Context: an optimization exercise on an open-source flow, tuned for small area. The choices shown serve that exercise and are no tape-out recipe.
Function was checked by simulation only, so behaviour that the tests miss may differ from the original.

// mmult
module mmult(
    input clk,
    input reset_n,
    input enable,
    input [0:9*8-1] A_mat,
    input [0:9*8-1] B_mat,
    output reg valid,
    output [0:9*18-1] C_mat
);
==> flow/config.mk <==
export PLATFORM = sky130hd
export DESIGN_NAME = mmult
export DESIGN_NICKNAME = mmult
export VERILOG_FILES = /design/flow/design.v
export SDC_FILE = /design/flow/constraint.sdc
export NUM_CORES = 4
export LEC_CHECK = 0
export CAP_MARGIN = 20
export CORE_MARGIN = 2
export CORE_UTILIZATION = 40
export SLEW_MARGIN = 20
export SYNTH_HIERARCHICAL = 1
==> flow/constraint.sdc <==
create_clock -name core_clock -period 10.0 [get_ports {clk}]
set_input_delay 2.0000 -clock core_clock [delete_from_list [all_inputs] [get_ports {clk}]]
set_output_delay 2.0000 -clock core_clock [all_outputs]
set_load 0.01 [all_outputs]
standard.sh (not shown) runs the stock make flow with config.mk's settings and CLKGATE_MAP_FILE= SYNTH_SCRIPT=/design/flow/synth_recipe.tcl, a recipe that flattens the netlist after the stock synthesis.
==> flow/flow/run.sh <==
#!/bin/bash
# The standard layout (standard.sh, unchanged synthesis), with:
#  - cell sizes in the synthesized netlist reduced before placement (same functions, pins
#    and registers): the 36 a22oi_2 gates that drive one adder input each, and the and2_2
#    and and2b_2 gates of the digit decoders, to their _1 sizes,
#  - the port buffers made of the smallest buffer (buf_1) instead of clkdlybuf4s50_1,
#  - a clock tree of clkbuf_4 only, sink clusters of up to 10 flip-flops, and no dummy loads.
set -euo pipefail
export BUFFER_PORTS_ARGS="-buffer_cell sky130_fd_sc_hd__buf_1"
export CTS_ARGS="-sink_clustering_enable -repair_clock_nets -buf_list {sky130_fd_sc_hd__clkbuf_4} -sink_clustering_size 10 -sink_clustering_max_diameter 45 -dont_use_dummy_load"
netlist=$PWD/orfs/results/sky130hd/mmult/base/1_2_yosys.v
bash standard.sh "$netlist" > synth.log 2>&1
sed -i -e 's/\bsky130_fd_sc_hd__a22oi_2\b/sky130_fd_sc_hd__a22oi_1/' \
       -e 's/\bsky130_fd_sc_hd__and2_2\b/sky130_fd_sc_hd__and2_1/' \
       -e 's/\bsky130_fd_sc_hd__and2b_2\b/sky130_fd_sc_hd__and2b_1/' "$netlist"
bash standard.sh finish > standard.log 2>&1
Rerun with:
==> flow/flow/run.sh (replaced) <==
#!/bin/bash
# The standard layout (standard.sh, unchanged synthesis), with:
#  - the port buffers made of the smallest buffer (buf_1) instead of clkdlybuf4s50_1,
#  - a clock tree of smaller buffers (clkbuf_4/clkbuf_8), sink clusters of up to 18
#    flip-flops, and no dummy loads.
set -euo pipefail
export BUFFER_PORTS_ARGS="-buffer_cell sky130_fd_sc_hd__buf_1"
export CTS_ARGS="-sink_clustering_enable -repair_clock_nets -buf_list {sky130_fd_sc_hd__clkbuf_4 sky130_fd_sc_hd__clkbuf_8} -sink_clustering_size 18 -sink_clustering_max_diameter 70 -dont_use_dummy_load"
bash standard.sh finish > standard.log 2>&1
CORE_UTILIZATION = 50   (was 40)
The new run went through all stages and came out clean; utilization rises by 12 points; worst setup slack got worse by 370 ps; count of clock-buffer cells in the layout is lower by 22.

---

## job 5258
Starting RTL as in the previous note.
==> flow/design.v (excerpt) <==
module mmult(
    input clk,
    input reset_n,
    input enable,
    input [0:9*8-1] A_mat,
    input [0:9*8-1] B_mat,
    output reg valid,
    output [0:9*18-1] C_mat
);
    reg [1:0] cycle;
    reg pubn;
    reg [53:0] rn0, rn1, rn2;
    reg [0:161] cmn;
    assign C_mat = ~(cmn | {162{pubn}});
    wire [0:23] a_row;
    wire [2:0] row_sel = {cycle[1], ~cycle[1] & cycle[0], ~cycle[1] & ~cycle[0]};
    mmult_sel sel (.row_sel(row_sel), .A_mat(A_mat), .a_row(a_row));
    wire [7:0] a0 = a_row[0:7];
    wire [7:0] a1 = a_row[8:15];
    wire [7:0] a2 = a_row[16:23];
    wire [7:0] b00 = B_mat[0:7],   b01 = B_mat[8:15],  b02 = B_mat[16:23];
    wire [7:0] b10 = B_mat[24:31], b11 = B_mat[32:39], b12 = B_mat[40:47];
    wire [7:0] b20 = B_mat[48:55], b21 = B_mat[56:63], b22 = B_mat[64:71];
    wire [9:0] t0, t1, t2;
    mmult_x3 x3_0 (.a(a0), .t(t0));
    mmult_x3 x3_1 (.a(a1), .t(t1));
    mmult_x3 x3_2 (.a(a2), .t(t2));
    wire [17:0] cn0, cn1, cn2;
    wire [3:1] d0_d0_0;
    mmult_digit d0_d0_0_dec (.b(b00[1:0]), .d(d0_d0_0));
    wire d0_p0_0_0 = ~(b00[0] & a0[0]);
    wire d0_p0_0_1;
    mmult_pick3 d0_p0_0_1_s (.d(d0_d0_0), .x({t0[1], a0[0], a0[1]}), .y_n(d0_p0_0_1));
    wire d0_p0_0_2;
  ...
==> flow/config.mk <==
export PLATFORM = sky130hd
export DESIGN_NAME = mmult
export DESIGN_NICKNAME = mmult
export VERILOG_FILES = /design/flow/design.v
export SDC_FILE = /design/flow/constraint.sdc
export NUM_CORES = 4
export LEC_CHECK = 0
export CAP_MARGIN = 20
export CORE_MARGIN = 2
export CORE_UTILIZATION = 40
export SLEW_MARGIN = 20
export SYNTH_HIERARCHICAL = 1
==> flow/constraint.sdc <==
create_clock -name core_clock -period 10.0 [get_ports {clk}]
set_input_delay 2.0000 -clock core_clock [delete_from_list [all_inputs] [get_ports {clk}]]
set_output_delay 2.0000 -clock core_clock [all_outputs]
set_load 0.01 [all_outputs]
==> flow/flow/run.sh <==
#!/bin/bash
# The standard layout (standard.sh, unchanged synthesis), with:
#  - cell sizes in the synthesized netlist adjusted before placement (same functions, pins
#    and registers): the 36 a22oi_2 gates, each driving one adder input, downsized to
#    a22oi_1; every inv_1 and or2_1 upsized to inv_2 and or2_2, which take the same area
#    (the inverters drive the selected row of A, which fans out to about 26 gates),
#  - the port buffers made of the smallest buffer (buf_1) instead of clkdlybuf4s50_1,
#  - a clock tree of clkbuf_4 only, sink clusters of up to 10 flip-flops, and no dummy loads.
set -euo pipefail
export BUFFER_PORTS_ARGS="-buffer_cell sky130_fd_sc_hd__buf_1"
export CTS_ARGS="-sink_clustering_enable -repair_clock_nets -buf_list {sky130_fd_sc_hd__clkbuf_4} -sink_clustering_size 10 -sink_clustering_max_diameter 45 -dont_use_dummy_load"
netlist=$PWD/orfs/results/sky130hd/mmult/base/1_2_yosys.v
bash standard.sh "$netlist" > synth.log 2>&1
sed -i -e 's/\bsky130_fd_sc_hd__a22oi_2\b/sky130_fd_sc_hd__a22oi_1/' \
       -e 's/\bsky130_fd_sc_hd__inv_1\b/sky130_fd_sc_hd__inv_2/' \
       -e 's/\bsky130_fd_sc_hd__or2_1\b/sky130_fd_sc_hd__or2_2/' "$netlist"
bash standard.sh finish > standard.log 2>&1
Having completed the whole flow, job 5258 delivered a layout that passed the timing, design-rule and antenna checks.
--- input diff job 5258..job 3102 ---
-- flow/flow/run.sh --
<<< job 5258, line 3
#  - cell sizes in the synthesized netlist adjusted before placement (same functions, pins
#    and registers): the 36 a22oi_2 gates, each driving one adder input, downsized to
#    a22oi_1; every inv_1 and or2_1 upsized to inv_2 and or2_2, which take the same area
#    (the inverters drive the selected row of A, which fans out to about 26 gates),
>>> job 3102, line 3
<<< job 5258, line 14
sed -i -e 's/\bsky130_fd_sc_hd__a22oi_2\b/sky130_fd_sc_hd__a22oi_1/' \
       -e 's/\bsky130_fd_sc_hd__inv_1\b/sky130_fd_sc_hd__inv_2/' \
       -e 's/\bsky130_fd_sc_hd__or2_1\b/sky130_fd_sc_hd__or2_2/' "$netlist"
>>> job 3102, line 10
sed -i 's/\bsky130_fd_sc_hd__a22oi_2\b/sky130_fd_sc_hd__a22oi_1/' "$netlist"
Notes after the runs:
- Going from job 5258 to job 3102, final RePlAce weighted congestion now sits lower; total of cells resized after clock tree synthesis now sits at about the same level; buffers plus inverters on the worst setup path now sits lower.
- Going from job 5258 to job 3102, number of vias in the routed layout -91; number of buffers outside the clock class in the layout -24.
#### Input delta (job 8016 over job 3102)
==> flow/flow/run.sh <==
#!/bin/bash
# The standard layout (standard.sh, unchanged synthesis), with:
#  - the port buffers made of the smallest buffer (buf_1) instead of clkdlybuf4s50_1,
#  - a clock tree of smaller buffers (clkbuf_4/clkbuf_8) and without dummy loads.
set -euo pipefail
export BUFFER_PORTS_ARGS="-buffer_cell sky130_fd_sc_hd__buf_1"
export CTS_ARGS="-sink_clustering_enable -repair_clock_nets -buf_list {sky130_fd_sc_hd__clkbuf_4 sky130_fd_sc_hd__clkbuf_8} -dont_use_dummy_load"
bash standard.sh finish > standard.log 2>&1
Findings:
Summary — synthesized area, job 8016 relative to job 3102: higher, by 180 um2. The sum of net half-perimeters after detailed placement on job 8016 is in line with that on job 3102. Fmax went up slightly going from job 3102 to job 8016. Job 3102 has a lower die width than job 8016. Comparing job 8016 with job 3102, the total number of vias came out essentially unchanged. Diff job 8016..job 3102 | sequential standard cell area | unchanged. Job 8016 closes out successfully: all stages finished, all timing, DRC and antenna checks passed. The lower global-route usage of job 3102 and job 8016 is in job 8016.
Changes in job 8109 relative to job 8016:
==> flow/flow/run.sh <==
#!/bin/bash
# The standard layout (standard.sh, unchanged synthesis), with:
#  - the port buffers made of the smallest buffer (buf_1) instead of clkdlybuf4s50_1,
#  - a clock tree of clkbuf_4 only, sink clusters of up to 10 flip-flops, and no dummy loads.
set -euo pipefail
export BUFFER_PORTS_ARGS="-buffer_cell sky130_fd_sc_hd__buf_1"
export CTS_ARGS="-sink_clustering_enable -repair_clock_nets -buf_list {sky130_fd_sc_hd__clkbuf_4} -sink_clustering_size 10 -sink_clustering_max_diameter 45 -dont_use_dummy_load"
bash standard.sh finish > standard.log 2>&1
Notes after the runs:
Job 8109 and job 8016 ended up with nearly the same total length of routed wires.
Changes observed in job 8109 relative to job 8016: detailed-routed wire length on met3 shrank by about 0.4%; number of nets in the final layout shrank by 0.41%; final critical-path share of the clock period shrank by 1.0 points.
#### Input delta (job 6892 over job 8109)
==> flow/flow/run.sh <==
#!/bin/bash
# The standard layout (standard.sh, unchanged synthesis), with:
#  - the port buffers made of the smallest buffer (buf_1) instead of clkdlybuf4s50_1,
#  - a clock tree of smaller buffers (clkbuf_4/clkbuf_8), sink clusters of up to 16
#    flip-flops, and no dummy loads.
set -euo pipefail
export BUFFER_PORTS_ARGS="-buffer_cell sky130_fd_sc_hd__buf_1"
export CTS_ARGS="-sink_clustering_enable -repair_clock_nets -buf_list {sky130_fd_sc_hd__clkbuf_4} -sink_clustering_size 12 -sink_clustering_max_diameter 50 -dont_use_dummy_load"
bash standard.sh finish > standard.log 2>&1
Notes after the runs:
- The flow did not stop early for job 6892: all stages ran, and the layout cleared the timing, design-rule and antenna checks.
- Between job 8109 and job 6892, the difference in fraction of the core area covered by cells at the end of the flow is negligible.
- Any difference in global-route usage between job 6892 and job 8109 is small enough to ignore.
- Looking at job 8109 and job 6892, the share of the final layout cell area in multi-input gates is a wash.
- First-iteration DRC count for job 6892 is lower than for job 8109.
- The sequential cell count of the final layout of job 6892 and that of job 8109 are within noise of each other.
- Diff job 8109..job 6892 | number of nets still failing antenna checks after routing | unchanged
- Delta (job 6892 minus job 8109): detailed-route wire length per cell essentially unchanged, amount of wire on met3 after detailed routing increased about 1.7%.
- Wire length on met1 in job 6892 is 350 um below job 8109.
The inputs of job 2591 differ from those of job 6892 as listed below.
-- flow/flow/run.sh --
<<< job 6892, line 8
export CTS_ARGS="-sink_clustering_enable -repair_clock_nets -buf_list {sky130_fd_sc_hd__clkbuf_4} -sink_clustering_size 12 -sink_clustering_max_diameter 50 -dont_use_dummy_load"
>>> job 2591, line 8
export CTS_ARGS="-sink_clustering_enable -repair_clock_nets -buf_list {sky130_fd_sc_hd__clkbuf_4 sky130_fd_sc_hd__clkbuf_8} -sink_clustering_size 16 -sink_clustering_max_diameter 60 -dont_use_dummy_load"
Findings:
- Delta(final instance area, job 2591 - job 6892) > 0
- As far as port buffer count goes, job 6892 and job 2591 are indistinguishable; the numbers are identical.
- Launch point of the worst path: A_mat[21] -> job 6892, A_mat[5] -> job 2591
- Job 6892 → job 2591: final cycle utilization of the critical path increased 1.5 points; minimum hold slack increased 0.027 ns.
- Global-route wire length before repair of job 6892 is on par with job 2591.
- [job 2591 vs job 6892] post-CTS clock slew at the launch and capture registers of the worst setup and hold paths: lower in job 2591

==> what the ideal ports hide <==
The flow's constraints put no driver on any port. The routed layouts listed below were extracted and timed again, unchanged, in two steps. Step 1 (the two cells are an assumption about what drives the block):
set clk [get_ports {clk}]
set_driving_cell -lib_cell sky130_fd_sc_hd__clkbuf_16 $clk
set_driving_cell -lib_cell sky130_fd_sc_hd__buf_2 [delete_from_list [all_inputs] $clk]
Step 2 also shifts input and output timing later by t, the mid clock arrival at the registers, as if the neighbouring blocks saw the same clock. a / b / c = no drivers / after step 1 / after step 2; a / b = the first two.
run	t, ns	setup WS [ns]	hold slack, ns
the first run of note 1	0.747	0.832 / 0.868 / 0.121	0.375 / 0.375 / 0.375
the second run of note 1	0.609	0.459 / 0.484 / -0.125	0.395 / 0.395 / 0.395
job 5258	0.742	0.542 / 0.577 / -0.165	0.378 / 0.378 / 0.378
job 3102	0.740	0.733 / 0.763 / 0.024	0.385 / 0.385 / 0.385
job 8016	0.645	0.815 / 0.849 / 0.204	0.382 / 0.382 / 0.382
job 8109	0.742	0.917 / 0.951 / 0.208	0.378 / 0.378 / 0.378
job 6892	0.743	0.926 / 0.961 / 0.218	0.359 / 0.359 / 0.359
job 2591	0.643	0.779 / 0.814 / 0.171	0.386 / 0.386 / 0.386
With both steps, setup timing fails in the second run of note 1 and job 5258, where it was met with ideal ports. The setup slack of the first run of note 1, which loses most, moves by +0.036 ns with the drivers and by -0.711 ns with both steps.
